This is an optimization exercise on Yosys and OpenROAD, whose aim is small area, a short achievable clock period and few clock cycles, not a production implementation.
RTL that was checked went through simulation tests only; none was proved equivalent to the original.
Function not checked in runs 2 and 3: the RTL went through the layout flow alone.

===== flow/run.sh =====
#!/bin/bash
# synth_recipe.tcl (not shown) runs the flow's synth.tcl, then flattens the netlist and writes it again
# the make line also repeats each setting of config.mk as NAME=value (left out here)
make -C /OpenROAD-flow-scripts/flow DESIGN_CONFIG=/design/flow/config.mk WORK_HOME=/design/flow/orfs CLKGATE_MAP_FILE= SYNTH_SCRIPT=/design/flow/synth_recipe.tcl finish

===== flow/config.mk =====
export PLATFORM = sky130hd
export DESIGN_NAME = drygascon128
export DESIGN_NICKNAME = drygascon128
export VERILOG_FILES = /design/flow/design.v
export SDC_FILE = /design/flow/constraint.sdc
export NUM_CORES = 4
export LEC_CHECK = 0
export CAP_MARGIN = 20
export CORE_MARGIN = 2
export CORE_UTILIZATION = 40
export SLEW_MARGIN = 20

===== flow/constraint.sdc =====
create_clock -name core_clock -period 7.5 [get_ports {clk}]
set_input_delay 1.5000 -clock core_clock [delete_from_list [all_inputs] [get_ports {clk}]]
set_output_delay 1.5000 -clock core_clock [all_outputs]
set_load 0.01 [all_outputs]

===== flow/design.v =====
`timescale 1ns / 1ps
`default_nettype none
module birotr(
    input wire [64-1:0] din,
    input wire [ 6-1:0] shift,
    output reg [64-1:0] out
    );
wire [32-1:0] i0 = din[0*32+:32];
wire [32-1:0] i1 = din[1*32+:32];
wire [ 6-1:0] shift2 = shift>>1;
wire [ 6-1:0] shift3 = (shift2 + 1'b1) % 6'd32;
always @* begin
    if(shift & 1'b1) begin
        out[ 0+:32] = (i1>>shift2) | (i1 << (6'd32-shift2));
        out[32+:32] = (i0>>shift3) | (i0 << (6'd32-shift3));
    end else begin
        out[ 0+:32] = (i0>>shift2) | (i0 << (6'd32-shift2));
        out[32+:32] = (i1>>shift2) | (i1 << (6'd32-shift2));
    end
end
endmodule
module gascon5_round(
    input wire [320-1:0] din,
    input wire [4-1:0] round,
    output reg [320-1:0] out
    );
wire [5*6-1:0] rot_lut0 = {6'd07,6'd10,6'd01,6'd61,6'd19};
wire [5*6-1:0] rot_lut1 = {6'd40,6'd17,6'd06,6'd38,6'd28};
reg [7:0] round_constant;
always @* round_constant = (((4'hf - round)<<4) | round);
reg [320-1:0] add_constant_out;
always @* add_constant_out = din ^ {{5*64-8-2*64{1'b0}},round_constant,{2*64{1'b0}}};
reg [320-1:0] sbox_stage0;
always @* begin
    sbox_stage0 = add_constant_out;
    sbox_stage0[0*64+:64] =  add_constant_out[0*64+:64] ^ add_constant_out[4*64+:64];
    sbox_stage0[2*64+:64] =  add_constant_out[2*64+:64] ^ add_constant_out[1*64+:64];
    sbox_stage0[4*64+:64] =  add_constant_out[4*64+:64] ^ add_constant_out[3*64+:64];
end
reg [320-1:0] t;
always @* begin
    t[0*64+:64] =  (~sbox_stage0[0*64+:64]) & sbox_stage0[1*64+:64];
    t[1*64+:64] =  (~sbox_stage0[1*64+:64]) & sbox_stage0[2*64+:64];
    t[2*64+:64] =  (~sbox_stage0[2*64+:64]) & sbox_stage0[3*64+:64];
    t[3*64+:64] =  (~sbox_stage0[3*64+:64]) & sbox_stage0[4*64+:64];
    t[4*64+:64] =  (~sbox_stage0[4*64+:64]) & sbox_stage0[0*64+:64];
end
reg [320-1:0] sbox_stage1;
always @* begin
    sbox_stage1[0*64+:64] =  sbox_stage0[0*64+:64] ^ t[1*64+:64];
    sbox_stage1[1*64+:64] =  sbox_stage0[1*64+:64] ^ t[2*64+:64];
    sbox_stage1[2*64+:64] =  sbox_stage0[2*64+:64] ^ t[3*64+:64];
    sbox_stage1[3*64+:64] =  sbox_stage0[3*64+:64] ^ t[4*64+:64];
    sbox_stage1[4*64+:64] =  sbox_stage0[4*64+:64] ^ t[0*64+:64];
end
reg [320-1:0] sbox_stage2;
always @* begin
    sbox_stage2 = sbox_stage1;
    sbox_stage2[1*64+:64] =  sbox_stage1[1*64+:64] ^ sbox_stage1[0*64+:64];
    sbox_stage2[3*64+:64] =  sbox_stage1[3*64+:64] ^ sbox_stage1[2*64+:64];
    sbox_stage2[0*64+:64] =  sbox_stage1[0*64+:64] ^ sbox_stage1[4*64+:64];
end
reg [320-1:0] sbox_stage3;
always @* begin
    sbox_stage3 = sbox_stage2;
    sbox_stage3[2*64+:64] = ~sbox_stage2[2*64+:64];
end
wire [320-1:0] lin_layer_r0;
wire [320-1:0] lin_layer_r1;
birotr u_birotr00(.out(lin_layer_r0[0*64+:64]), .din(sbox_stage3[0*64+:64]), .shift(6'd19));
birotr u_birotr10(.out(lin_layer_r1[0*64+:64]), .din(sbox_stage3[0*64+:64]), .shift(6'd28));
birotr u_birotr01(.out(lin_layer_r0[1*64+:64]), .din(sbox_stage3[1*64+:64]), .shift(6'd61));
birotr u_birotr11(.out(lin_layer_r1[1*64+:64]), .din(sbox_stage3[1*64+:64]), .shift(6'd38));
birotr u_birotr02(.out(lin_layer_r0[2*64+:64]), .din(sbox_stage3[2*64+:64]), .shift(6'd01));
birotr u_birotr12(.out(lin_layer_r1[2*64+:64]), .din(sbox_stage3[2*64+:64]), .shift(6'd06));
birotr u_birotr03(.out(lin_layer_r0[3*64+:64]), .din(sbox_stage3[3*64+:64]), .shift(6'd10));
birotr u_birotr13(.out(lin_layer_r1[3*64+:64]), .din(sbox_stage3[3*64+:64]), .shift(6'd17));
birotr u_birotr04(.out(lin_layer_r0[4*64+:64]), .din(sbox_stage3[4*64+:64]), .shift(6'd07));
birotr u_birotr14(.out(lin_layer_r1[4*64+:64]), .din(sbox_stage3[4*64+:64]), .shift(6'd40));
reg [320-1:0] lin_layer;
always @* begin
    lin_layer[0*64+:64] =  sbox_stage3[0*64+:64] ^ lin_layer_r0[0*64+:64] ^ lin_layer_r1[0*64+:64];
    lin_layer[1*64+:64] =  sbox_stage3[1*64+:64] ^ lin_layer_r0[1*64+:64] ^ lin_layer_r1[1*64+:64];
    lin_layer[2*64+:64] =  sbox_stage3[2*64+:64] ^ lin_layer_r0[2*64+:64] ^ lin_layer_r1[2*64+:64];
    lin_layer[3*64+:64] =  sbox_stage3[3*64+:64] ^ lin_layer_r0[3*64+:64] ^ lin_layer_r1[3*64+:64];
    lin_layer[4*64+:64] =  sbox_stage3[4*64+:64] ^ lin_layer_r0[4*64+:64] ^ lin_layer_r1[4*64+:64];
end
always @* out = lin_layer;
endmodule
module mixsx32(
    input wire [320-1:0] c,
    input wire [128-1:0] x,
    input wire [10-1:0] d,
    output reg [320-1:0] out
    );
reg [2-1:0] idx0;
reg [32-1:0] xw0;
always @* idx0 = d[0*2+:2];
always @* xw0 = x[idx0*32+:32];
always @* out[0*64+:64] = c[0*64+:64] ^ {{32{1'b0}},xw0};
reg [2-1:0] idx1;
reg [32-1:0] xw1;
always @* idx1 = d[1*2+:2];
always @* xw1 = x[idx1*32+:32];
always @* out[1*64+:64] = c[1*64+:64] ^ {{32{1'b0}},xw1};
reg [2-1:0] idx2;
reg [32-1:0] xw2;
always @* idx2 = d[2*2+:2];
always @* xw2 = x[idx2*32+:32];
always @* out[2*64+:64] = c[2*64+:64] ^ {{32{1'b0}},xw2};
reg [2-1:0] idx3;
reg [32-1:0] xw3;
always @* idx3 = d[3*2+:2];
always @* xw3 = x[idx3*32+:32];
always @* out[3*64+:64] = c[3*64+:64] ^ {{32{1'b0}},xw3};
reg [2-1:0] idx4;
reg [32-1:0] xw4;
always @* idx4 = d[4*2+:2];
always @* xw4 = x[idx4*32+:32];
always @* out[4*64+:64] = c[4*64+:64] ^ {{32{1'b0}},xw4};
endmodule
module accumulate(
    input wire [256-1:0] din,
    input wire [128-1:0] r,
    output reg [128-1:0] out
    );
always @* out = r ^ din[0+:128] ^ {din[128+:32],din[128+32+:96]};
endmodule
module drygascon128(
    input wire clk,
    input wire clk_en,
    input wire rst,
    input wire [31:0] din,
    input wire [3:0] ds,
    input wire wr_i,
    input wire wr_c,
    input wire wr_x,
    input wire [3:0] rounds,
    input wire start,
    input wire rd_r,
    input wire rd_c,
    output reg [31:0] dout,
    output reg idle
    );
localparam C_QWORDS = 5;
localparam X_QWORDS = 2;
localparam R_QWORDS = 2;
localparam CIDX_WIDTH = 3; 
localparam XIDX_WIDTH = 2; 
localparam C_DWORDS = C_QWORDS * 2;
localparam C_WIDTH = C_QWORDS * 64;
localparam X_DWORDS = X_QWORDS * 2;
localparam X_WIDTH = X_QWORDS * 64;
localparam R_DWORDS = R_QWORDS*2;
localparam R_WIDTH = R_QWORDS*64;
reg [C_WIDTH-1:0] c;
reg [X_WIDTH-1:0] x;
reg [R_WIDTH-1:0] r;
reg absorb;
reg [3:0] cnt;
always @(posedge clk) begin
    if(clk_en) begin
        case(1'b1)
        rd_c: dout <= c[cnt*32+:32];
        rd_r: dout <= r[cnt*32+:32];
        default: dout <= {32{1'b0}};
        endcase
    end
end
localparam D_WIDTH = C_QWORDS*XIDX_WIDTH;
localparam MIX_ROUNDS = (R_WIDTH+4+D_WIDTH-1)/D_WIDTH;
reg [D_WIDTH-1:0] d;
wire [C_WIDTH-1:0] mixsx32_out;
reg [C_WIDTH-1:0] core_in;
reg [3:0] core_round;
wire [C_WIDTH-1:0] core_out;
wire [128-1:0] accu_out;
localparam MIX_I_PAD = D_WIDTH*MIX_ROUNDS - R_WIDTH+4;
reg [D_WIDTH*MIX_ROUNDS-1:0] mix_i;
always @* mix_i = {{MIX_I_PAD{1'b0}},ds,r};
always @* d = mix_i[cnt*D_WIDTH+:D_WIDTH];
mixsx32 u_mixsx32(.out(mixsx32_out), .c(c), .x(x), .d(d));
always @* core_in = absorb ? mixsx32_out : c;
always @* core_round = absorb ? {4{1'b0}} : cnt;
gascon5_round u_gascon5_round(.out(core_out), .din(core_in), .round(core_round));
accumulate u_accumulate(.out(accu_out), .din(core_out[0+:256]), .r(r));
localparam STATE_WIDTH = 2;
localparam STATE_IDLE = 2'b00;
localparam STATE_MIX_ENTRY = 2'b01;
localparam STATE_G_ENTRY = 2'b10;
reg [STATE_WIDTH-1:0] state;
always @(posedge clk) begin
    if(clk_en) begin
        if(rst) begin
            state <= STATE_IDLE;
            absorb <= 1'b0;
            cnt <= {4{1'b0}};
            idle <= 1'b1;
        end else begin
            case(state)
            STATE_IDLE: begin
                if(wr_i) begin
                    r[cnt*32+:32] <= din;
                    absorb <= 1'b1;
                end
                if(wr_c) begin
                    c[cnt*32+:32] <= din;
                end
                if(wr_x) begin
                    x <= {din,x[32+:X_WIDTH-32]};
                end
                case(1'b1)
                wr_c,rd_c: cnt <= (cnt + 1'b1) % C_DWORDS;
                wr_x:      cnt <= (cnt + 1'b1) % X_DWORDS;
                wr_i,rd_r: cnt <= (cnt + 1'b1) % R_DWORDS;
                endcase
                if(start) begin
                    if(absorb) begin
                        state <= STATE_MIX_ENTRY;
                    end else begin
                        r <= {R_WIDTH{1'b0}};
                        state <= STATE_G_ENTRY;
                    end
                    cnt <= {4{1'b0}};
                    idle <= 1'b0;
                end
            end
            STATE_MIX_ENTRY: begin
                c <= core_out;
                if(MIX_ROUNDS-2==cnt) begin
                    r <= {R_WIDTH{1'b0}};
                    cnt <= cnt +1'b1; 
                    state <= STATE_G_ENTRY; 
                end else begin
                    cnt <= cnt +1'b1;
                end
            end
            STATE_G_ENTRY: begin
                absorb <= 1'b0;
                c <= core_out;
                r <= accu_out;
                if(rounds-1==cnt) begin
                    cnt <= {4{1'b0}};
                    state <= STATE_IDLE;
                    idle <= 1'b1;
                end else begin
                    cnt <= absorb ? {{3{1'b0}},1'b1} : cnt +1'b1;
                end
            end
            endcase
        end
    end
end
endmodule
`default_nettype wire

==> results.yml, run 1 <==
run_status:
  status: "complete, no violations"
synth:
  ys_seq_area_share_pct: 31.1
  syn_inst: 5629
  syn_nets: 5818
  synth_flop_cell: "edfxtp_1"
  synthTopCellsByCount: "861 x xnor2_1, 616 x edfxtp_1, 608 x mux2i_1"
  synthArstFlopShare_pct: 0
  synth_most_common_cell: "xnor2_1"
  synth_edf_count: 616
  yosysTopAreaCellShare_pct: 31.1
  synthTopCellsByArea: "edfxtp_1 31%, xnor2_1 13%, mux2i_1 10%"
  syn_area_sq_um: 59500
  avgSynthCellArea_sq_um: 10.6
  yosysUniqueCellTypes: 104
  ys_warn_count: 5
  yosys.area.top_type: "edfxtp_1"
  ys_seq_elements: 616
cts:
  clk_pin_slew_ns: 0.07
  cts_max_path_buffers: 3
  clock_latency_ns: 0.74
  cts-root-buf: "clkbuf_16"
  clock_sinks: 616
  post_cts_buffers: 0
  cts_hold_buf: 0
  ctsResizeCount: 0
  cts_tree: "built"
  htree_levels: 3
  numCtsBuffers: 86
finish:
  postLayoutCoreUtil_pct: 47.4
  fillerInstances: 13825
  syn_to_final_growth_pct: 17.5
  fin_cells: 8056
  layout-drive-gt1-share_pct: 18.6
  nets: 6237
critical_path:
  required_ns: 7.92
  critPathArrivalTime_ns: 6.90
  cp_cell_sequence: "buf_12 > mux2i_1 > o211ai_1 > o31ai_2 > nor2_4 > buf_4 > buf_4 > mux4_2 > nand2_1 > xor2_1 > inv_1 > ha_1 > xnor2_1 > buf_4 > xnor2_1 > xnor2_1 > xor2_1 > xnor2_1 > o22ai_1"
  reg2reg_from: "cnt[1]"
  reg2reg_to: "r[119]"
  critPathMostFrequentCell: "xnor2_1"
  startpoint_type: "flip-flop"
  crit_fanout: 29
  crit_slowest_cell: "edfxtp_1"
  r2r_slack_ns: 1.02
  endpoint_kind: "flip-flop"
  slowest_delay_ns: 0.94
  crit_type: "reg -> reg"
  ff2ff_path_depth: 19
drt:
  via_per_inst: 6.73
  wl_microns: 363000
  antenna_left: 0
  drtIter0Drc: 9270
  dr.pass1.iters: 6
  wl_per_cell_microns: 45.1
  num_vias: 54213
  drc_errors: 0
sta:
  rsz0062_at_grt: "false"
  clock.fmax_mhz: 154
  fin_crit_ns: 6.48
  worst_slack_ns: 1.02
  min_period_over_period_pct: 86.4
  slew_headroom_pct: 6.44
  hold_violations: 0
  drv_slew: 0
  tightest_slew_ns: 1.39
  tns_ns: 0
  skew_ns: 0.0328
  setup_viol_count_final: 0
floorplanning:
  die_area_sq_um: 152000
  core_area_sq_um: 148000
  die_height_microns: 390
  rows: 141
  die_w_microns: 390
  ios: 82
  initial_utilization_pct: 40.3
global_route:
  grt_max_degree: 175
  grt-ovfl-total: 0
  grt_pass1_vias: 49898
  grt_pass1_wl_microns: 473000
  antenna_found_initial: 36
  grt_usage_pct: 46.8
worst_hold_path:
  min_to: "x[37]"
  whs_path_depth: 0
  hold_path.class: "reg -> reg"
  hold_start: "x[69]"
placement:
  pre_cts_ws_ns: 0.921
  portBuffers: 81
  dpl.hpwl_microns: 279000
  gp_congestion: 1.08
  place_inst: 7890
job:
  drv_cap: 0
## cell type report
class	count	area, sq um	area share (%)
well taps	1930	2410	3.45
inverters	175	657	0.939
multi-input cells	4474	39200	56.1
clock buffers	107	2270	3.25
flip-flops and latches	616	18500	26.4
clock inverters	46	495	0.708
repair buffers	695	6370	9.10
diodes	13	32.5	0.0465
## worst max-delay path, delay by kind of cell, from the launching register on
kind / cells / cell delay [ns]
AOI/OAI and AO/OA: 3 / 0.82
xor gates and xnor gates: 6 / 1.55
adders and majority gates: 1 / 0.29
buffers and inverters: 5 / 1.32
DFF: 1 / 0.94
muxes: 2 / 0.83
and+or+nand+nor: 2 / 0.30
## cell families after synthesis
family,share of synthesized area [%]
AO/OA/AOI/OAI,12.4
AND/OR/NAND/NOR,6.66
adder cells (fa/ha/maj),3.80
flip-flops,31.1
XOR/XNOR,25.9
multiplexers,16.0
buffers and inverters,4.13
## layer usage
| layer | vias to the layer above | wire (microns) | global-route usage [%] |
|---|---|---|---|
| li1 | 21398 | - | - |
| met1 | 27271 | 138000 | 60.5 |
| met2 | 4439 | 145000 | 65.4 |
| met3 | 1081 | 47300 | 14.6 |
| met4 | 24 | 32900 | 34.1 |
| met5 | - | 209 | 0.159 |
## state kept, by name, indices dropped and copies added (netlist names)
register / count
cnt: 4
c: 320
state: 2
x: 128
r: 128
dout: 32
absorb: 1
idle: 1
## worst max-delay path by stage
stage                      start  slack [ns]  endpoint  cells after the start
final                     cnt[1]        1.02    r[119]                     19
after global routing      cnt[1]        1.12    r[119]                     19
after CTS                 cnt[1]        1.29    r[119]                     19
after detailed placement   ds[1]        0.92    r[120]                     17
after global placement     ds[1]        0.93    r[120]                     17
after floorplan           cnt[3]       -0.16      r[0]                      8
## placed cells by master, fill, tap and decap left out, types with 55 or more instances in the layout
| cell type | netlist | layout |
|---|---|---|
| xor2_1 | 400 | 390 |
| ha_1 | 140 | 139 |
| xnor3_1 | 114 | 114 |
| nand3_1 | 77 | 72 |
| xnor2_1 | 861 | 820 |
| nand2_1 | 472 | 467 |
| buf_12 | 2 | 77 |
| xnor2_2 | 41 | 81 |
| inv_1 | 171 | 170 |
| a22oi_1 | 115 | 115 |
| a21oi_1 | 108 | 107 |
| o22ai_1 | 198 | 197 |
| nor2_1 | 93 | 89 |
| clkdlybuf4s50_1 | 0 | 78 |
| clkbuf_16 | 0 | 88 |
| o21ai_0 | 467 | 462 |
| buf_4 | 15 | 537 |
| mux2i_1 | 608 | 608 |
| edfxtp_1 | 616 | 616 |
| mux4_2 | 120 | 120 |
| mux2_2 | 55 | 55 |
## through the flow
stage          hold WS (ns)  instance area [sq um]
2_1_floorplan         0.461                  59500
3_3_place_gp          0.540                  67100
3_5_place_dp          0.540                  67100
4_1_cts               0.555                  69900
5_1_grt               0.565                  69900
6_report              0.566                  70000
Testbench counts, summed over its fixed seeds: cycles 61,606.
==> run 2: changes to the inputs <==
==> flow/design.v (replaced) <==
`timescale 1ns / 1ps
`default_nettype none
module gascon5_round(
    input wire [320-1:0] din,
    input wire [4-1:0] round,
    output wire [320-1:0] out
    );
wire [63:0] a0 = din[0*64+:64] ^ din[4*64+:64];
wire [63:0] a1 = din[1*64+:64];
wire [63:0] a2 = din[2*64+:64] ^ din[1*64+:64] ^ {56'd0, ~round, round};
wire [63:0] a3 = din[3*64+:64];
wire [63:0] a4 = din[4*64+:64] ^ din[3*64+:64];
wire [63:0] b0 = a0 ^ (~a1 & a2);
wire [63:0] b1 = a1 ^ (~a2 & a3);
wire [63:0] b2 = a2 ^ (~a3 & a4);
wire [63:0] b3 = a3 ^ (~a4 & a0);
wire [63:0] b4 = a4 ^ (~a0 & a1);
wire [63:0] s0 = b0 ^ b4;
wire [63:0] s1 = b1 ^ b0;
wire [63:0] s2 = ~b2;
wire [63:0] s3 = b3 ^ b2;
wire [63:0] s4 = b4;
function [63:0] birotr;
    input [63:0] v;
    input integer s;
    reg [31:0] i0, i1;
    integer s2, s3;
    begin
        i0 = v[31:0];
        i1 = v[63:32];
        s2 = s / 2;
        s3 = (s2 + 1) % 32;
        if (s % 2 == 1)
            birotr = {(i0 >> s3) | (i0 << ((32 - s3) % 32)), (i1 >> s2) | (i1 << ((32 - s2) % 32))};
        else
            birotr = {(i1 >> s2) | (i1 << ((32 - s2) % 32)), (i0 >> s2) | (i0 << ((32 - s2) % 32))};
    end
endfunction
assign out[0*64+:64] = s0 ^ birotr(s0, 19) ^ birotr(s0, 28);
assign out[1*64+:64] = s1 ^ birotr(s1, 61) ^ birotr(s1, 38);
assign out[2*64+:64] = s2 ^ birotr(s2,  1) ^ birotr(s2,  6);
assign out[3*64+:64] = s3 ^ birotr(s3, 10) ^ birotr(s3, 17);
assign out[4*64+:64] = s4 ^ birotr(s4,  7) ^ birotr(s4, 40);
endmodule
module drygascon128(
    input wire clk,
    input wire clk_en,
    input wire rst,
    input wire [31:0] din,
    input wire [3:0] ds,
    input wire wr_i,
    input wire wr_c,
    input wire wr_x,
    input wire [3:0] rounds,
    input wire start,
    input wire rd_r,
    input wire rd_c,
    output reg [31:0] dout,
    output reg idle
    );
reg [319:0] c;
reg [127:0] x;
reg [127:0] r;
reg mx;         
reg [3:0] cnt;  
reg rsel;       
wire [9:0] d = r[9:0];
wire [319:0] core_in;
genvar k;
generate for (k = 0; k < 5; k = k + 1) begin : g_mix
    wire [31:0] xw = x[d[2*k+:2]*32+:32];
    assign core_in[64*k+:32] = c[64*k+:32] ^ (mx ? xw : 32'd0);
    assign core_in[64*k+32+:32] = c[64*k+32+:32];
end endgenerate
wire [319:0] core_out;
gascon5_round u_round(.din(core_in), .round(mx ? 4'd0 : cnt), .out(core_out));
wire [127:0] acc = core_out[127:0] ^ {core_out[159:128], core_out[255:160]};
wire go = start | ~idle;            
wire last_mix = (cnt == 4'd13);
wire shift_i = mx & ~last_mix;      
wire keep = ~idle & ~mx;            
always @(posedge clk) begin
    if (clk_en) begin
        if (go)
            c <= core_out;
        else if (wr_c | rd_c)
            c <= {wr_c ? din : c[31:0], c[319:32]};
        if (wr_x)
            x <= {din, x[127:32]};
        if (go) begin
            if (shift_i)
                r <= {idle ? {6'd0, ds} : 10'd0, r[127:10]};
            else
                r <= (keep ? r : 128'd0) ^ acc;
        end else if (wr_i | rd_r)
            r <= {wr_i ? din : r[31:0], r[127:32]};
        if (rd_c | rd_r)
            rsel <= rd_r;
    end
end
always @(posedge clk) begin
    if (clk_en) begin
        if (rst) begin
            idle <= 1'b1;
            mx <= 1'b0;
            cnt <= 4'd0;
        end else if (idle) begin
            if (wr_i)
                mx <= 1'b1;
            if (start && (mx || rounds != 4'd1)) begin
                idle <= 1'b0;
                cnt <= 4'd1;
            end
        end else if (mx) begin
            if (last_mix) begin
                mx <= 1'b0;
                cnt <= 4'd1;
            end else
                cnt <= cnt + 4'd1;
        end else if (cnt == rounds - 4'd1) begin
            idle <= 1'b1;
            cnt <= 4'd0;
        end else
            cnt <= cnt + 4'd1;
    end
end
always @* dout = rsel ? r[127:96] : c[319:288];
endmodule
`default_nettype wire
==> run 2 against run 1 <==
Compared with the run above: die area is 16% lower; critical path depth is 7 lower; final cell count is 17% lower; non-clock buffer count is 450 lower; global-route usage is 10 points lower; worst hold slack worse by 0.015 ns.
==> results.yml, run 2 <==
run_status:
  status: "complete, no violations"
synth:
  synth_edf_count: 583
  yosys.area_share.adder_pct: 3.85
  yosysUniqueCellTypes: 58
  yosys.area.top_type: "edfxtp_1"
  synthMuxAreaShare_pct: 9.73
  synth_top_family_by_area: "XOR/XNOR gates"
  synthXorXnorAreaFrac_pct: 30.5
  yosysTopAreaCellShare_pct: 35.2
  synthTopCellsByArea: "edfxtp_1 35%, xnor2_1 15%, xor2_1 7.1%"
  synth-simple-area-share_pct: 10.3
  syn_nets: 5031
  ys_seq_elements: 583
  ys_seq_area_share_pct: 35.2
  synthArstFlopShare_pct: 0
  synth_compound_gate_area_share_pct: 7.14
  avgSynthCellArea_sq_um: 10.2
  synth_flop_cell: "edfxtp_1"
  synthTopCellsByCount: "878 x xnor2_1, 583 x edfxtp_1, 569 x nand2_1"
  synth_most_common_cell: "xnor2_1"
  syn_area_sq_um: 49700
  syn_inst: 4858
  ys_warn_count: 2
critical_path:
  crit_path_start: "mx"
  required_ns: 7.97
  reg2reg_from: "mx"
  startpoint_type: "flip-flop"
  slowest_delay_ns: 0.81
  endpoint_kind: "flip-flop"
  worst-path-buf-inv: 1
  crit_type: "reg -> reg"
  critPathMostFrequentCell: "xnor2_1"
  crit_fanout: 18
  cp_cell_sequence: "nand2_2 > o22ai_1 > xnor2_1 > inv_1 > ha_1 > xnor3_1 > xor2_2 > xnor2_2 > xnor2_1 > xor2_1 > nor3_1 > or3b_1"
  r2r_slack_ns: 1.91
  crit_slowest_cell: "edfxtp_1"
  cp_top_family: "XOR/XNOR gates"
  ff2ff_path_depth: 12
  critPathArrivalTime_ns: 6.07
  reg2reg_to: "r[88]"
cts:
  ctsResizeCount: 0
  clock_sinks: 583
  clk_pin_slew_ns: 0.06
  clock_latency_ns: 0.73
  cts_tree: "built"
  cts_max_path_buffers: 3
  htree_levels: 3
  cts_hold_buf: 0
  cts-root-buf: "clkbuf_16"
  numCtsBuffers: 79
  post_cts_buffers: 0
sta:
  setup_viol_count_final: 0
  rsz0062_at_grt: "false"
  fin_hold_ws_ns: 0.551
  drv_slew: 0
  fin_crit_ns: 5.59
  slew_headroom_pct: 10.8
  clock.fmax_mhz: 179
  tns_ns: 0
  min_period_over_period_pct: 74.6
  skew_ns: 0.0414
  tightest_slew_ns: 1.33
  hold_violations: 0
finish:
  reg_top3: "c x320, r x128, x x128"
  layout-drive-gt1-share_pct: 8.21
  postLayoutCoreUtil_pct: 45.0
  fillerInstances: 11791
  syn_to_final_growth_pct: 11.8
  nets: 5131
  largest_register_ffs: 320
  mostFrequentLayoutCells: "863 x xnor2_1, 583 x edfxtp_1, 564 x nand2_1, 400 x nor2_1, 398 x xor2_1"
  final_common_cell: "xnor2_1"
  top_register: "c"
placement:
  dpl.hpwl_microns: 186000
  portBuffers: 81
  gp_congestion: 1.10
drt:
  via_per_inst: 6.12
  dr.pass1.iters: 6
  num_vias: 40738
  wl_microns: 238000
  antenna_left: 0
  wl_per_cell_microns: 35.7
  drtIter0Drc: 6603
  drc_errors: 0
floorplanning:
  rows: 129
  die_w_microns: 357
  core_area_sq_um: 123000
  initial_utilization_pct: 40.3
  ios: 82
  die_height_microns: 357
  die_area_sq_um: 127000
global_route:
  grt_pass1_wl_microns: 319000
  grt_pass1_vias: 38131
  grt_usage_pct: 36.8
  antenna_found_initial: 13
  grt_max_degree: 142
  grt-ovfl-total: 0
worst_hold_path:
  hold_start: "x[101]"
  hold_path.class: "reg -> reg"
  min_to: "x[69]"
  whs_path_depth: 0
job:
  drv_cap: 0
-- run 2: cell count changes after synthesis, moves of 97 or more --
| cell | previous run | this run |
|---|---|---|
| mux2i_1 | 608 | 317 |
| o21ai_0 | 467 | 247 |
| nor2_1 | 93 | 405 |
| nand2_1 | 472 | 569 |
| a22oi_1 | 115 | 0 |
| a21oi_1 | 108 | 253 |
-- run 2: area by class of cell --
| class | instances | area, sq um | area share, % |
|---|---|---|---|
| inverter | 162 | 608 | 1.09 |
| clock buffer | 102 | 2130 | 3.83 |
| multi-input combinational | 3887 | 30800 | 55.4 |
| timing repair buffer | 245 | 2130 | 3.84 |
| sequential | 583 | 17500 | 31.5 |
| tap | 1637 | 2050 | 3.68 |
| antenna | 4 | 10.0 | 0.0180 |
| clock inverter | 37 | 343 | 0.617 |
-- run 2: stage by stage --
stage	area (sq um)	std cells	setup slack (ns)
floorplan	49700	4858	0.0000631
global placement	53000	6511	1.32
detailed placement	53100	6513	2.09
CTS	55600	6652	2.09
global route	55600	6653	2.01
finish	55600	6657	1.91
-- run 2: metal layers --
layer	global-route usage [%]	up-vias	wire length, microns
met5	0	-	69
met4	22.7	10	17700
met3	9.66	611	28500
met2	54.1	2753	101000
met1	48.2	20367	90800
li1	-	16997	-
-- run 2: cells by family (layout without fill, tap and decap cells) --
| logic type | after synthesis | in the layout |
|---|---|---|
| other | 0 | 4 |
| adders and majority gates | 160 | 160 |
| and+or+nand+nor | 1217 | 1217 |
| buffers and inverters | 388 | 546 |
| DFF | 583 | 583 |
| xor gates and xnor gates | 1456 | 1456 |
| muxes | 402 | 402 |
| AOI/OAI and AO/OA | 652 | 652 |
-- run 2: worst max-delay path by stage --
stage	end	slack [ns]	depth (start not counted)
after floorplan	c[0]	0.00006	6
after global placement	r[88]	1.32	12
after detailed placement	r[88]	2.09	12
after CTS	r[88]	2.09	12
after global routing	r[87]	2.01	13
final	r[88]	1.91	12
==> run 3: changes to the inputs <==
--- a/flow/config.mk
+++ b/flow/config.mk
@@ -6,6 +6,8 @@
 export NUM_CORES = 4
 export LEC_CHECK = 0
+export ABC_CLOCK_PERIOD_IN_PS = 3500
 export CAP_MARGIN = 20
 export CORE_MARGIN = 2
 export CORE_UTILIZATION = 40
+export SETUP_SLACK_MARGIN = 4.0
 export SLEW_MARGIN = 20
==> run 3 against run 2 <==
Compared with the run above: via count increased by 13%; cell area increased by 31%; die area unchanged; non-clock buffer count rose by 683; critical path depth is 3 higher; sequential share of layout area is 7.5 points lower; utilization is 14 points higher; highest routed layer unchanged.
==> results.yml, run 3 <==
run_status:
  status: "complete, no violations"
finish:
  syn_to_final_growth_pct: 46.5
  fin_cells: 7355
  reg_top3: "c x320, r x128, x x128"
  layout-drive-gt1-share_pct: 36.7
  mostFrequentLayoutCells: "583 x edfxtp_1, 510 x nand2_1, 504 x buf_4, 478 x xnor2_1, 367 x nor2_1"
  top_register: "c"
  final_common_cell: "edfxtp_1"
  largest_register_ffs: 320
  postLayoutCoreUtil_pct: 59.0
  nets: 5819
global_route:
  grt_pass1_wl_microns: 366000
  grt_pass1_vias: 42348
  grt-ovfl-total: 0
  grt_usage_pct: 42.8
  antenna_found_initial: 17
  grt_max_degree: 149
floorplanning:
  initial_utilization_pct: 40.3
  die_area_sq_um: 127000
  core_area_sq_um: 123000
  ios: 82
  rows: 129
  die_w_microns: 357
  die_height_microns: 357
placement:
  place_inst: 6526
  portBuffers: 81
  gp_congestion: 1.08
  pre_cts_ws_ns: 1.97
  dpl.hpwl_microns: 198000
synth:
  yosys.area.top_type: "edfxtp_1"
  synthArstFlopShare_pct: 0
  yosysTopAreaCellShare_pct: 35.2
  synth_edf_count: 583
  avgSynthCellArea_sq_um: 10.2
  ys_seq_elements: 583
  synth_flop_cell: "edfxtp_1"
  yosysUniqueCellTypes: 58
  syn_nets: 5031
  ys_seq_area_share_pct: 35.2
  synthTopCellsByArea: "edfxtp_1 35%, xnor2_1 15%, xor2_1 7.1%"
  synthTopCellsByCount: "878 x xnor2_1, 583 x edfxtp_1, 569 x nand2_1"
  ys_warn_count: 2
  syn_area_sq_um: 49700
  synth_most_common_cell: "xnor2_1"
  syn_inst: 4858
drt:
  via_per_inst: 6.26
  num_vias: 46079
  wl_per_cell_microns: 38.6
  wl_microns: 284000
  drc_errors: 0
  drtIter0Drc: 7779
  antenna_left: 0
  dr.pass1.iters: 6
sta:
  slew_headroom_pct: 12.7
  drv_slew: 0
  tns_ns: 0
  rsz0062_at_grt: "true"
  worst_slack_ns: 3.65
  tightest_slew_ns: 1.30
  min_period_over_period_pct: 51.3
  skew_ns: 0.0615
  hold_violations: 0
  fin_crit_ns: 3.85
  setup_viol_count_final: 0
  clock.fmax_mhz: 260
critical_path:
  endpoint_kind: "flip-flop"
  crit_type: "reg -> reg"
  crit_slowest_cell: "xnor3_2"
  critPathMostFrequentCell: "buf_12"
  worst-path-buf-inv: 6
  slowest_delay_ns: 0.51
  reg2reg_from: "r[4]"
  r2r_slack_ns: 3.65
  ff2ff_path_depth: 15
  critPathArrivalTime_ns: 4.31
  required_ns: 7.96
  crit_fanout: 4
  cp_cell_sequence: "buf_12 > buf_12 > buf_12 > buf_16 > mux4_2 > buf_4 > buf_6 > nor3b_4 > or3_4 > nor2_2 > mux2_4 > xnor2_4 > xnor3_2 > nor2_1 > nor2_1"
  reg2reg_to: "c[22]"
  cp_top_family: "buffers and inverters"
  startpoint_type: "flip-flop"
worst_hold_path:
  whs_path_depth: 0
  hold_start: "x[35]"
  min_to: "x[3]"
  hold_path.class: "reg -> reg"
cts:
  cts_max_path_buffers: 3
  cts_hold_buf: 0
  cts_tree: "built"
  clock_latency_ns: 0.75
  clock_sinks: 583
  numCtsBuffers: 79
  htree_levels: 3
  clk_pin_slew_ns: 0.06
  cts-root-buf: "clkbuf_16"
job:
  drv_cap: 0
run 3: worst max-delay path by stage:
stage          slack, ns  depth (start not counted)    from  endpoint
3_3_place_gp        1.11                         13    r[7]     r[87]
5_1_grt             3.60                         15    r[6]     r[88]
3_5_place_dp        1.97                         14      mx     r[89]
2_1_floorplan       0.28                          6   start      c[0]
4_1_cts             3.66                          9  c[120]     r[88]
6_report            3.65                         15    r[4]     c[22]
run 3: layer usage:
| metal | wire, microns | GRT usage, % | vias to the layer above |
|---|---|---|---|
| met4 | 30100 | 33.5 | 8 |
| met2 | 114000 | 60.8 | 3824 |
| met5 | 165 | 0 | - |
| li1 | - | - | 18313 |
| met1 | 100000 | 54.6 | 22823 |
| met3 | 39500 | 12.2 | 1111 |
run 3: through the flow:
step | hold WS, ns | cell area [sq um]
detailed placement | 0.536 | 53500
CTS | 0.557 | 67100
global route | 0.588 | 72800
finish | 0.566 | 72900
global placement | 0.532 | 53400
floorplan | 0.502 | 49800
run 3: repair_timing:
| action | 4_1_cts | 5_1_grt |
|---|---|---|
| setup buffers | 444 | 209 |
| gates cloned | 17 | 6 |
| pin swaps | 354 | 392 |
| setup endpoints to repair | 858 | 405 |
| gates resized for setup | 1143 | 654 |
run 3: worst reg2reg max path, stage by stage (launching register included):
cell and delay [ns]:
edfxtp_1 0.42, buf_12 0.17, buf_12 0.13, buf_12 0.13, buf_16 0.14, mux4_2 0.44, buf_4 0.15, buf_6 0.11
nor3b_4 0.24, or3_4 0.22, nor2_2 0.05, mux2_4 0.36, xnor2_4 0.26, xnor3_2 0.51, nor2_1 0.15, nor2_1 0.07
run 3: kinds of logic (layout without fill, tap and decap cells):
| group | after synthesis | after routing | share of synthesized area [%] |
|---|---|---|---|
| buffers and inverters | 388 | 1232 | 3.27 |
| other | 0 | 11 | 0 |
| AO/OA/AOI/OAI | 652 | 652 | 7.14 |
| AND/OR/NAND/NOR | 1217 | 1222 | 10.3 |
| XOR/XNOR | 1456 | 1456 | 30.5 |
| multiplexers | 402 | 402 | 9.73 |
| flip-flops | 583 | 583 | 35.2 |
| adder cells (fa/ha/maj) | 160 | 160 | 3.85 |
run 3: cell type report:
cell class                 count  area (sq um)
tap                         1637          2050
multi-input combinational   3892         40000
clock buffer                  94          2050
sequential                   583         17500
clock inverter                48           393
antenna                       11          27.5
inverter                     162           608
timing repair buffer         928         10300
fill                       10011         50600
==> run 4: changes to the inputs <==
--- a/flow/design.v
+++ b/flow/design.v
@@ -65,29 +65,30 @@
 reg [3:0] cnt;  
 reg rsel;       
+wire last_mix = (cnt == 4'd13);
+wire mw_en = mx & ~last_mix;        
 wire [9:0] d = r[9:0];
-wire [319:0] core_in;
+wire [319:0] mw;
 genvar k;
 generate for (k = 0; k < 5; k = k + 1) begin : g_mix
-    wire [31:0] xw = x[d[2*k+:2]*32+:32];
-    assign core_in[64*k+:32] = c[64*k+:32] ^ (mx ? xw : 32'd0);
-    assign core_in[64*k+32+:32] = c[64*k+32+:32];
+    assign mw[64*k+:32] = mw_en ? x[d[2*k+:2]*32+:32] : 32'd0;
+    assign mw[64*k+32+:32] = 32'd0;
 end endgenerate
 wire [319:0] core_out;
-gascon5_round u_round(.din(core_in), .round(mx ? 4'd0 : cnt), .out(core_out));
+gascon5_round u_round(.din(c), .round(mx ? 4'd0 : cnt), .out(core_out));
 wire [127:0] acc = core_out[127:0] ^ {core_out[159:128], core_out[255:160]};
-wire go = start | ~idle;            
-wire last_mix = (cnt == 4'd13);
-wire shift_i = mx & ~last_mix;      
+wire go = ~idle | (start & ~mx);    
 wire keep = ~idle & ~mx;            
 always @(posedge clk) begin
     if (clk_en) begin
         if (go)
-            c <= core_out;
+            c <= core_out ^ mw;
         else if (wr_c | rd_c)
             c <= {wr_c ? din : c[31:0], c[319:32]};
+        else if (start)
+            c <= c ^ mw;
         if (wr_x)
             x <= {din, x[127:32]};
-        if (go) begin
-            if (shift_i)
+        if (go | start) begin
+            if (mw_en)
                 r <= {idle ? {6'd0, ds} : 10'd0, r[127:10]};
             else
@@ -110,5 +111,5 @@
             if (start && (mx || rounds != 4'd1)) begin
                 idle <= 1'b0;
-                cnt <= 4'd1;
+                cnt <= mx ? 4'd0 : 4'd1;
             end
         end else if (mx) begin
--- a/flow/config.mk
+++ b/flow/config.mk
@@ -6,8 +6,7 @@
 export NUM_CORES = 4
 export LEC_CHECK = 0
-export ABC_CLOCK_PERIOD_IN_PS = 3500
 export CAP_MARGIN = 20
 export CORE_MARGIN = 2
 export CORE_UTILIZATION = 40
-export SETUP_SLACK_MARGIN = 4.0
+export SETUP_SLACK_MARGIN = 3
 export SLEW_MARGIN = 20
==> run 4 against run 3 <==
Compared with the run above: still clean; die area is 2.3% higher; critical path depth decreased by 10; synthesized cell count up 4.3%; cell area down 21%; wire length down 11%; clock-buffer cell count grew 7; final cell count down 6.5%; fmax fell by 14%; utilization shrank 13 points; critical path type is now reg -> out.
==> results.yml, run 4 <==
synth:
  ys_warn_count: 2
  synthArstFlopShare_pct: 0
  yosysTopAreaCellShare_pct: 34.4
  syn_inst: 5065
  avgSynthCellArea_sq_um: 10.0
  yosysUniqueCellTypes: 50
  synthTopCellsByCount: "1208 x xnor2_1, 644 x nand2_1, 583 x edfxtp_1"
  synth_most_common_cell: "xnor2_1"
  syn_area_sq_um: 50900
  yosys.area.top_type: "edfxtp_1"
  synth_flop_cell: "edfxtp_1"
  synth_edf_count: 583
  ys_seq_area_share_pct: 34.4
  synthTopCellsByArea: "edfxtp_1 34%, xnor2_1 21%, mux4_2 7.1%"
  ys_seq_elements: 583
  syn_nets: 5238
sta:
  fin_crit_ns: 4.46
  tightest_slew_ns: 1.38
  fin_hold_ws_ns: 0.533
  slew_headroom_pct: 7.51
  skew_ns: 0.0523
  worst_slack_ns: 3.04
  clock.fmax_mhz: 224
  tns_ns: 0
  rsz0062_at_grt: "false"
  setup_viol_count_final: 0
  min_period_over_period_pct: 59.4
  drv_slew: 0
  hold_violations: 0
drt:
  antenna_left: 0
  num_vias: 41651
  wl_microns: 252000
  drc_errors: 0
  dr.pass1.iters: 6
  via_per_inst: 6.06
  drtIter0Drc: 5822
  wl_per_cell_microns: 36.7
floorplanning:
  die_height_microns: 361
  rows: 130
  initial_utilization_pct: 40.4
  die_area_sq_um: 130000
  core_area_sq_um: 126000
  die_w_microns: 361
  ios: 82
finish:
  multiInputGateArea_sq_um: 32000
  seqCellArea_sq_um: 17500
  reg_top3: "c x320, r x128, x x128"
  fillerInstances: 12047
  final_common_cell: "xnor2_1"
  nets: 5329
  largest_register_ffs: 320
  top_register: "c"
  layout-drive-gt1-share_pct: 10.9
  postLayoutCoreUtil_pct: 45.5
  mostFrequentLayoutCells: "1186 x xnor2_1, 641 x nand2_1, 583 x edfxtp_1, 370 x a21oi_1, 342 x xor2_1"
  syn_to_final_growth_pct: 12.6
job:
  drv_cap: 0
global_route:
  grt_pass1_wl_microns: 339000
  grt_max_degree: 191
  antenna_found_initial: 19
  grt_usage_pct: 38.2
  grt-ovfl-total: 0
  grt_pass1_vias: 38825
cts:
  clock_sinks: 583
  htree_levels: 3
  cts-root-buf: "clkbuf_16"
  cts_hold_buf: 0
  clk_pin_slew_ns: 0.06
  ctsResizeCount: 0
  post_cts_buffers: 0
  numCtsBuffers: 80
  cts_tree: "built"
  clock_latency_ns: 0.73
  cts_max_path_buffers: 3
placement:
  dpl.hpwl_microns: 198000
  gp_congestion: 1.08
  portBuffers: 81
  pre_cts_ws_ns: 3.14
critical_path:
  cp_top_family: "buffers and inverters"
  critPathMostFrequentCell: "buf_4"
  required_ns: 6.00
  r2r_slack_ns: 3.27
  crit_slowest_cell: "clkdlybuf4s50_1"
  worst-path-buf-inv: 3
  crit_type: "reg -> out"
  crit_fanout: 26
  endpoint_kind: "output port"
  critPathArrivalTime_ns: 2.96
  cp_cell_sequence: "buf_4 > buf_4 > nand2_1 > o21ai_0 > clkdlybuf4s50_1"
  slowest_delay_ns: 0.65
  startpoint_type: "flip-flop"
worst_hold_path:
  hold_path.class: "reg -> reg"
run_status:
  status: "complete, no violations"
[run 4: cell types whose count changed after synthesis, moves of 81 or more]
cell / delta
mux4_2: +101
a211oi_1: +139
nor2_1: -126
a21oi_1: +117
xnor2_1: +330
clkbuf_1: +81
mux2i_1: -277
[run 4: cell families (layout without fill, tap and decap cells)]
kind of cell / count (synthesis) / in the layout / share of synthesized area, %
xor+xnor: 1668 / 1668 / 31.5
simple gates: 1078 / 1078 / 8.55
compound gates: 900 / 900 / 10.0
flops: 583 / 583 / 34.4
buf+inv: 453 / 607 / 3.41
mux: 214 / 214 / 8.18
fa+ha+maj: 169 / 169 / 3.93
other cells: 0 / 9 / 0
[run 4: final timing paths]
kind         start        to  cells after the start
max           rsel  dout[28]                      5
min          x[74]     x[42]                      0
max reg2reg  c[75]     r[43]                      8
min reg2reg  x[74]     x[42]                      0
[run 4: routing by layer]
| layer | global-route usage [%] | routed length [microns] | up-vias |
|---|---|---|---|
| li1 | - | - | 17749 |
| met4 | 20.1 | 16000 | 12 |
| met1 | 51.5 | 103000 | 21132 |
| met3 | 8.55 | 24100 | 478 |
| met2 | 57.1 | 109000 | 2280 |
| met5 | 0 | 85 | - |
[run 4: area by class of cell]
type | count | area share [%]
Multi-Input combinational cell | 4029 | 55.9
Sequential cell | 583 | 30.6
Timing Repair Buffer | 287 | 4.39
Clock buffer | 101 | 3.78
Tap cell | 1650 | 3.60
Inverter | 175 | 1.15
Clock inverter | 44 | 0.603
Antenna cell | 9 | 0.0393
[run 4: per-stage QoR]
stage,std cells,cell area [sq um]
3_3_place_gp,6722,54700
4_1_cts,6869,57300
5_1_grt,6869,57300
6_report,6878,57300
2_1_floorplan,5065,51000
3_5_place_dp,6724,54800
[run 4: worst register-to-register path, cell delays in order, from the launching register on]
cell and delay [ns]:
edfxtp_1 0.44, inv_1 0.14, ha_1 0.26, xnor2_1 0.77, xnor2_1 0.61, xor2_1 0.30
xnor2_1 0.90, xnor3_1 0.55, a21oi_1 0.15
Testbench counts of run 4, summed over its fixed seeds: cycles 61,126.
==> run 5: changes to the inputs <==
--- a/flow/config.mk
+++ b/flow/config.mk
@@ -9,4 +9,4 @@
 export CORE_MARGIN = 2
 export CORE_UTILIZATION = 40
-export SETUP_SLACK_MARGIN = 3
+export SETUP_SLACK_MARGIN = 4
 export SLEW_MARGIN = 20
==> run 5 against run 4 <==
Compared with the run above: still clean; sequential cell count unchanged; cell area increased by 2.6%; area after synthesis unchanged; non-clock buffer count increased by 31; via count increased by 1.7%; clock-buffer cell count decreased by 3; die area unchanged; wire length increased by 0.30%; critical endpoint is now dout[1]; largest cell class unchanged.
==> results.yml, run 5 <==
critical_path:
  critPathMostFrequentCell: "buf_6"
  endpoint_kind: "output port"
  crit_path_end: "dout[1]"
  slowest_delay_ns: 0.43
  reg2reg_from: "c[95]"
  r2r_slack_ns: 3.96
  cp_top_family: "buffers and inverters"
  crit_type: "reg -> out"
  crit_fanout: 7
  cp.depth: 5
  worst-path-buf-inv: 4
  crit_slowest_cell: "edfxtp_1"
  required_ns: 6.00
  ff2ff_path_depth: 9
  cp_cell_sequence: "buf_6 > buf_16 > buf_6 > mux2_4 > buf_6"
  startpoint_type: "flip-flop"
  critPathArrivalTime_ns: 2.13
  crit_path_start: "rsel"
  reg2reg_to: "r[63]"
placement:
  dpl.hpwl_microns: 195000
  dpl_cell_area_sq_um: 54800
  portBuffers: 81
  gp_congestion: 1.08
drt:
  dr.pass1.iters: 6
  drc_errors: 0
  num_vias: 42379
  via_per_inst: 6.13
  drtIter0Drc: 6351
  wl_microns: 253000
  antenna_left: 0
  wl_per_cell_microns: 36.6
cts:
  cts_max_path_buffers: 3
  cts-root-buf: "clkbuf_16"
  clk_pin_slew_ns: 0.06
  clock_latency_ns: 0.73
  numCtsBuffers: 81
  cts_hold_buf: 0
  clock_sinks: 583
  htree_levels: 3
  cts_tree: "built"
sta:
  drv_slew: 0
  tns_ns: 0
  fin_hold_ws_ns: 0.530
  rsz0062_at_grt: "true"
  slew_headroom_pct: 11.2
  tightest_slew_ns: 1.33
  clock.fmax_mhz: 276
  min_period_over_period_pct: 48.3
  setup_viol_count_final: 0
  hold_violations: 0
  fin_crit_ns: 3.63
  skew_ns: 0.0427
floorplanning:
  die_w_microns: 361
  die_height_microns: 361
  ios: 82
  rows: 130
  core_area_sq_um: 126000
  initial_utilization_pct: 40.4
  die_area_sq_um: 130000
synth:
  yosysTopAreaCellShare_pct: 34.4
  ys_warn_count: 2
  syn_area_sq_um: 50900
  synth_edf_count: 583
  synth_most_common_cell: "xnor2_1"
  synthArstFlopShare_pct: 0
  ys_seq_area_share_pct: 34.4
  yosysUniqueCellTypes: 50
  syn_nets: 5238
  avgSynthCellArea_sq_um: 10.0
  synthTopCellsByCount: "1208 x xnor2_1, 644 x nand2_1, 583 x edfxtp_1"
  ys_seq_elements: 583
  syn_inst: 5065
  synthTopCellsByArea: "edfxtp_1 34%, xnor2_1 21%, mux4_2 7.1%"
  synth_flop_cell: "edfxtp_1"
  yosys.area.top_type: "edfxtp_1"
finish:
  finalInstanceArea_sq_um: 58800
  top_register: "c"
  syn_to_final_growth_pct: 15.5
  largest_register_ffs: 320
  postLayoutCoreUtil_pct: 46.7
  reg_top3: "c x320, r x128, x x128"
  final_common_cell: "xnor2_1"
  layout-drive-gt1-share_pct: 13.6
  fillerInstances: 11914
  nets: 5364
  mostFrequentLayoutCells: "1145 x xnor2_1, 626 x nand2_1, 583 x edfxtp_1, 370 x a21oi_1, 345 x xor2_1"
global_route:
  grt_pass1_wl_microns: 340000
  grt-ovfl-total: 0
  grt_usage_pct: 38.2
  antenna_found_initial: 16
  grt_pass1_vias: 39541
  grt_max_degree: 204
run_status:
  status: "complete, no violations"
worst_hold_path:
  hold_path.class: "reg -> reg"
  whs_path_depth: 0
job:
  drv_cap: 0
-- run 5: cell count changes in the layout (fill, tap and decap cells not counted), sizes merged, moves of 2 or more --
| cell | change |
|---|---|
| bufinv | +7 |
| buf | +60 |
| o31a | +2 |
| diode | -5 |
| clkdlybuf4s50 | -32 |
| inv | +2 |
| clkinv | -2 |
-- run 5: worst register-to-register path, stage by stage (launching register included) --
cell	delay [ns]
edfxtp_1	0.49
inv_1	0.18
ha_1	0.26
xnor2_1	0.67
xnor2_1	0.19
buf_4	0.24
xnor2_1	0.12
xnor2_1	0.43
xor3_1	0.55
a2bb2oi_1	0.15
-- run 5: repair_timing --
action | CTS | global route
gates cloned | 9 | 2
setup buffers | 9 | 3
resized for setup | 273 | 47
pin swaps | 3 | 3
endpoints found under the setup margin | 199 | 358
-- run 5: worst min-delay path by stage --
| stage | from | end | slack (ns) |
|---|---|---|---|
| after detailed placement | x[104] | x[72] | 0.53 |
| after floorplan | x[64] | x[32] | 0.49 |
| after CTS | x[58] | x[26] | 0.53 |
| after global placement | x[39] | x[7] | 0.52 |
| final | x[58] | x[26] | 0.53 |
| after global routing | x[107] | x[75] | 0.56 |
-- run 5: cell families after synthesis --
kind of cell / synth area share (%)
xor gates and xnor gates: 31.5
adders and majority gates: 3.93
AOI/OAI and AO/OA: 10.0
buffers and inverters: 3.41
DFF: 34.4
muxes: 8.18
and+or+nand+nor: 8.55
-- run 5: metrics by stage --
stage,cells,setup WS [ns]
2_1_floorplan,5065,2.42
3_3_place_gp,6733,2.74
3_5_place_dp,6735,2.87
4_1_cts,6901,3.87
5_1_grt,6906,3.86
6_report,6910,3.87
-- run 5: per-layer routing --
metal  vias to the layer above  part of all wire [%]  GRT usage, %  routed length, microns
met3                       559                    10          7.84                   25300
met4                         6                   7.4          23.2                   18600
met2                      2512                    42          56.1                  107000
li1                      17849                     -             -                       -
met5                         -                 0.013             0                      34
met1                     21453                    40          51.7                  102000
-- run 5: final cells by class --
cell class              instances  area, sq um  share of cell area [%]
multi-input cells            4032        32700                    55.7
clock buffers                  98         2180                    3.70
clock inverters                50          549                   0.935
inverters                     175          657                    1.12
diodes                          4         10.0                  0.0170
well taps                    1650         2060                    3.51
flip-flops and latches        583        17500                    29.8
repair buffers                318         3080                    5.24
==> run 6: changes to the inputs <==
--- a/flow/config.mk
+++ b/flow/config.mk
@@ -8,5 +8,5 @@
 export CAP_MARGIN = 20
 export CORE_MARGIN = 2
-export CORE_UTILIZATION = 40
+export CORE_UTILIZATION = 60
 export SETUP_SLACK_MARGIN = 4
 export SLEW_MARGIN = 20
==> run 6 against run 5 <==
Compared with the run above: register-to-register slack worse by 0.14 ns; sequential share of layout area up 0.90 points; critical endpoint is now dout[31].
==> results.yml, run 6 <==
drt:
  dr.pass1.iters: 9
  antenna_left: 0
  num_vias: 44134
  wl_per_cell_microns: 37.0
  wl_microns: 235000
  drtIter0Drc: 8480
  drc_errors: 0
  via_per_inst: 6.95
cts:
  htree_levels: 3
  clock_latency_ns: 0.67
  clock_sinks: 583
  numCtsBuffers: 75
  clk_pin_slew_ns: 0.06
  cts-root-buf: "clkbuf_16"
  cts_tree: "built"
  cts_max_path_buffers: 3
  cts_hold_buf: 0
floorplanning:
  ios: 82
  die_height_microns: 295
  die_area_sq_um: 87200
  rows: 106
  initial_utilization_pct: 60.7
  die_w_microns: 295
  core_area_sq_um: 83800
synth:
  synth_edf_count: 583
  ys_warn_count: 2
  synth_most_common_cell: "xnor2_1"
  syn_area_sq_um: 50900
  synth_flop_cell: "edfxtp_1"
  syn_inst: 5065
  yosys.area.top_type: "edfxtp_1"
  avgSynthCellArea_sq_um: 10.0
  syn_nets: 5238
  yosysUniqueCellTypes: 50
  ys_seq_area_share_pct: 34.4
  synthArstFlopShare_pct: 0
  synthTopCellsByArea: "edfxtp_1 34%, xnor2_1 21%, mux4_2 7.1%"
  yosysTopAreaCellShare_pct: 34.4
  ys_seq_elements: 583
  synthTopCellsByCount: "1208 x xnor2_1, 644 x nand2_1, 583 x edfxtp_1"
finish:
  final_common_cell: "xnor2_1"
  seqCellArea_sq_um: 17500
  syn_to_final_growth_pct: 12.1
  largest_register_ffs: 320
  finalInstanceArea_sq_um: 57100
  multiInputGateArea_sq_um: 32500
  reg_top3: "c x320, r x128, x x128"
  fin_cells: 6350
  mostFrequentLayoutCells: "1147 x xnor2_1, 641 x nand2_1, 583 x edfxtp_1, 370 x a21oi_1, 346 x xor2_1"
  fillerInstances: 6528
  nets: 5325
  layout-drive-gt1-share_pct: 11.8
  top_register: "c"
sta:
  hold_violations: 0
  tns_ns: 0
  drv_slew: 0
  clock.fmax_mhz: 264
  skew_ns: 0.0351
  slew_headroom_pct: 9.65
  min_period_over_period_pct: 50.5
  tightest_slew_ns: 1.35
  fin_crit_ns: 3.79
  setup_viol_count_final: 0
  rsz0062_at_grt: "true"
global_route:
  grt_max_degree: 198
  grt-ovfl-total: 0
  antenna_found_initial: 16
  grt_pass1_vias: 39584
  grt_pass1_wl_microns: 312000
  grt_usage_pct: 52.2
critical_path:
  crit_type: "reg -> out"
  crit_fanout: 13
  endpoint_kind: "output port"
  startpoint_type: "flip-flop"
  required_ns: 6.00
  critPathArrivalTime_ns: 2.29
placement:
  dpl.hpwl_microns: 172000
  portBuffers: 81
  place_inst: 6163
  dpl_cell_area_sq_um: 53600
  gp_congestion: 1.16
job:
  drv_cap: 0
worst_hold_path:
  hold_path.class: "reg -> reg"
run_status:
  status: "complete, no violations"
## run 6: cell counts after synthesis
No cell type changed its count.
## run 6: area by class of cell
| type | instances | share of cell area, % |
|---|---|---|
| flip-flops and latches | 583 | 30.7 |
| multi-input cells | 4039 | 57.0 |
| well taps | 1134 | 2.49 |
| repair buffers | 278 | 4.64 |
| clock inverters | 38 | 0.548 |
| diodes | 13 | 0.0570 |
| inverters | 175 | 1.16 |
| clock buffers | 90 | 3.46 |
## run 6: final timing paths
path	slack (ns)	end	cells past startpoint	from
setup / recovery	3.71	dout[31]	4	rsel
hold / removal	0.54	x[17]	0	x[49]
setup reg to reg	3.82	r[39]	6	cnt[3]
hold reg to reg	0.54	x[17]	0	x[49]
## run 6: metrics by stage
| stage | hold WS (ns) | util, % | worst slack [ns] |
|---|---|---|---|
| 3_5_place_dp | 0.522 | 63.9 | 2.90 |
| 3_3_place_gp | 0.513 | 63.8 | 2.88 |
| 4_1_cts | 0.537 | 67.0 | 3.59 |
| 6_report | 0.544 | 68.1 | 3.71 |
| 2_1_floorplan | 0.490 | - | 2.42 |
| 5_1_grt | 0.564 | 68.0 | 3.69 |
## run 6: kinds of logic (layout without fill, tap and decap cells)
logic type	Yosys count	in the layout	synth area share, %
AO/OA/AOI/OAI	900	904	10.0
adder cells (fa/ha/maj)	169	169	3.93
AND/OR/NAND/NOR	1078	1084	8.55
other	0	13	0
multiplexers	214	214	8.18
buffers and inverters	453	581	3.41
flip-flops	583	583	34.4
XOR/XNOR	1668	1668	31.5
## run 6: worst max-delay path: stages, from the launching register on
cell and delay (ns):
edfxtp_1 0.47, buf_12 0.19, buf_16 0.16, o21ai_1 0.21, clkdlybuf4s50_1 0.58
## run 6: metal layers
| layer | share of wire [%] | GRT usage (%) | vias up | routed length [microns] |
|---|---|---|---|---|
| met3 | 17 | 20.5 | 979 | 39200 |
| met2 | 40 | 73.0 | 4064 | 94000 |
| met1 | 34 | 65.8 | 21314 | 79000 |
| met5 | 0.046 | 0.333 | - | 107 |
| met4 | 9.7 | 37.4 | 10 | 22800 |
| li1 | - | - | 17767 | - |
## run 6: repair_timing
item,4_1_cts,5_1_grt
cloned,4,10
resized for setup,48,96
endpoints found under the setup margin,433,422
buffers inserted,7,22
pin swaps,3,4
==> run 7: changes to the inputs <==
--- a/flow/design.v
+++ b/flow/design.v
@@ -64,5 +64,4 @@
 reg mx;         
 reg [3:0] cnt;  
-reg rsel;       
 wire last_mix = (cnt == 4'd13);
 wire mw_en = mx & ~last_mix;        
@@ -96,6 +95,5 @@
         end else if (wr_i | rd_r)
             r <= {wr_i ? din : r[31:0], r[127:32]};
-        if (rd_c | rd_r)
-            rsel <= rd_r;
+        dout <= rd_c ? c[31:0] : r[31:0];
     end
 end
@@ -126,5 +124,4 @@
     end
 end
-always @* dout = rsel ? r[127:96] : c[319:288];
 endmodule
 `default_nettype wire
--- a/flow/config.mk
+++ b/flow/config.mk
@@ -6,7 +6,7 @@
 export NUM_CORES = 4
 export LEC_CHECK = 0
-export CAP_MARGIN = 20
+export CAP_MARGIN = 0
 export CORE_MARGIN = 2
-export CORE_UTILIZATION = 60
-export SETUP_SLACK_MARGIN = 4
-export SLEW_MARGIN = 20
+export CORE_UTILIZATION = 40
+export SETUP_SLACK_MARGIN = 4.5
+export SLEW_MARGIN = 0
==> run 7 against run 6 <==
Compared with the run above: final cell count rose by 11%; non-clock buffer count rose by 40; synthesized cell count rose by 0.95%; cell area rose by 8.0%; critical endpoint is now r[76]; sequential cell count rose by 31; via count fell by 1.7%; area after synthesis rose by 1.8%; fmax rose by 23%; clock skew rose by 0.022 ns.
==> results.yml, run 7 <==
run_status:
  status: "complete, no violations"
cts:
  clock_latency_ns: 0.75
  numCtsBuffers: 81
  htree_levels: 3
  cts_max_path_buffers: 3
  cts-root-buf: "clkbuf_16"
  cts_hold_buf: 0
  clock_sinks: 614
  cts_tree: "built"
  clk_pin_slew_ns: 0.06
global_route:
  grt_pass1_wl_microns: 334000
  grt_usage_pct: 36.9
  grt_max_degree: 174
  grt-ovfl-total: 0
  antenna_found_initial: 15
  grt_pass1_vias: 40328
synth:
  ys_warn_count: 2
  yosys.area.top_type: "edfxtp_1"
  synthTopCellsByArea: "edfxtp_1 36%, xnor2_1 20%, mux4_2 7.0%"
  synth-simple-area-share_pct: 8.18
  synthArstFlopShare_pct: 0
  syn_area_sq_um: 51800
  synthMuxAreaShare_pct: 7.73
  synth_compound_gate_area_share_pct: 10.1
  avgSynthCellArea_sq_um: 10.1
  synth_flop_cell: "edfxtp_1"
  yosys.area_share.adder_pct: 3.86
  synth_edf_count: 614
  ys_seq_area_share_pct: 35.6
  synth_top_family_by_area: "XOR/XNOR gates"
  yosysTopAreaCellShare_pct: 35.6
  syn_inst: 5113
  syn_nets: 5286
  ys_seq_elements: 614
  synthTopCellsByCount: "1202 x xnor2_1, 627 x nand2_1, 614 x edfxtp_1"
  synth_most_common_cell: "xnor2_1"
  yosysUniqueCellTypes: 49
  synthXorXnorAreaFrac_pct: 31.0
critical_path:
  slowest_delay_ns: 0.65
  crit_type: "reg -> reg"
  startpoint_type: "flip-flop"
  crit_path_start: "c[85]"
  endpoint_kind: "flip-flop"
  reg2reg_from: "c[85]"
  cp_top_family: "XOR/XNOR gates"
  worst-path-buf-inv: 1
  cp_cell_sequence: "inv_1 > ha_1 > xnor2_4 > xnor2_2 > xnor2_1 > xnor3_1 > o21ai_0"
  critPathArrivalTime_ns: 3.64
  crit_slowest_cell: "xnor2_1"
  r2r_slack_ns: 4.43
  required_ns: 8.07
  crit_fanout: 4
drt:
  antenna_left: 0
  drc_errors: 0
  wl_microns: 248000
  dr.pass1.iters: 8
  via_per_inst: 6.15
  wl_per_cell_microns: 35.2
  num_vias: 43390
  drtIter0Drc: 6974
floorplanning:
  die_area_sq_um: 132000
  ios: 82
  rows: 132
  core_area_sq_um: 129000
  initial_utilization_pct: 40.2
  die_w_microns: 364
  die_height_microns: 364
sta:
  tightest_slew_ns: 1.47
  setup_viol_count_final: 0
  fin_crit_ns: 3.07
  worst_slack_ns: 4.43
  drv_slew: 0
  clock.fmax_mhz: 326
  skew_ns: 0.0566
  rsz0062_at_grt: "true"
  hold_violations: 0
  fin_hold_ws_ns: 0.530
  tns_ns: 0
  min_period_over_period_pct: 40.9
  slew_headroom_pct: 1.67
worst_hold_path:
  hold_start: "x[79]"
  hold_path.class: "reg -> reg"
placement:
  dpl.hpwl_microns: 182000
  portBuffers: 81
  gp_congestion: 1.08
  pre_cts_ws_ns: 3.26
finish:
  fillerInstances: 11847
  reg_top3: "c x320, r x128, x x128"
  final_common_cell: "xnor2_1"
  top_register: "c"
  layout-drive-gt1-share_pct: 15.3
  nets: 5417
  mostFrequentLayoutCells: "975 x xnor2_1, 623 x nand2_1, 614 x edfxtp_1, 358 x a21oi_1, 349 x xor2_1"
  syn_to_final_growth_pct: 19.0
  largest_register_ffs: 320
job:
  drv_cap: 0
## run 7: final timing paths
kind / to / cells past startpoint
worst min register to register: x[47] / 0
worst max register to register: r[76] / 7
worst min-delay path: x[47] / 0
worst max-delay path: r[76] / 7
## run 7: layout make-up
type                       instances  area [sq um]  area share (%)
clock buffer                     100          2140            3.47
antenna                            3          7.51          0.0122
timing repair buffer             318          3180            5.15
sequential                       614         18400            29.9
inverter                         207           790            1.28
multi-input combinational       4022         34400            55.8
tap                             1742          2180            3.54
clock inverter                    47           522           0.847
## run 7: metrics by stage
step	utilization [%]	instances	instance area, sq um
finish	47.8	7053	61600
global route	47.8	7051	61600
CTS	46.9	7013	60500
detailed placement	42.9	6823	55300
global placement	42.9	6823	55300
floorplan	-	5113	52000
## run 7: kinds of logic after synthesis
family,Yosys count
XOR/XNOR,1668
flip-flops,614
adder cells (fa/ha/maj),169
multiplexers,200
AO/OA/AOI/OAI,919
AND/OR/NAND/NOR,1059
buffers and inverters,484
## run 7: repair_timing
item                                    4_1_cts  5_1_grt
gates cloned                                 12        1
endpoints found under the setup margin      730      336
buffers inserted                             31       36
pin swaps                                    20       28
resized for setup                           300       98
## run 7: metal layers
layer,track usage [%],part of all wire [%]
met3,10.4,12
met2,53.5,42
met5,0,0.023
met4,25.2,8.2
met1,47.7,37
Testbench counts of run 7, summed over its fixed seeds: cycles 61,126.

static timing again, ports no longer ideal:
No port has a modelled driver above. Below, the same layouts with a new extraction and two added sets of constraints. Step 1: set_driving_cell puts a clkbuf_16 on clk and a buf_2 on each other input, an assumption about the parent block. Step 2 adds t to the input delays and takes it off the output delays; t is the mean of the earliest and latest rising clock arrival at the registers after step 1. Input paths then give back, and output paths get back, about the clock's delay inside the block. Three values: ideal, step 1, step 2; two values: the first two.
run	t, ns	setup slack, ns	slew at the worst register clock pin (ns)	worst slew at a driven data input, ns
run 1	0.811	1.023 / 1.023 / 0.703	0.07 / 0.07	0.09
run 2	0.784	1.909 / 1.909 / 1.909	0.07 / 0.07	0.07
run 3	0.797	3.653 / 3.653 / 3.200	0.07 / 0.07	0.09
run 4	0.781	3.044 / 2.964 / 3.033	0.07 / 0.07	0.07
run 5	0.789	3.874 / 3.795 / 3.247	0.07 / 0.07	0.05
run 6	0.724	3.714 / 3.641 / 3.305	0.07 / 0.07	0.05
run 7	0.799	4.431 / 4.431 / 3.700	0.07 / 0.07	0.15
After both steps setup and hold are still met in every run listed. The setup slack of run 7, which loses most, moves by 0.000 ns with the drivers and by -0.731 ns with both steps.
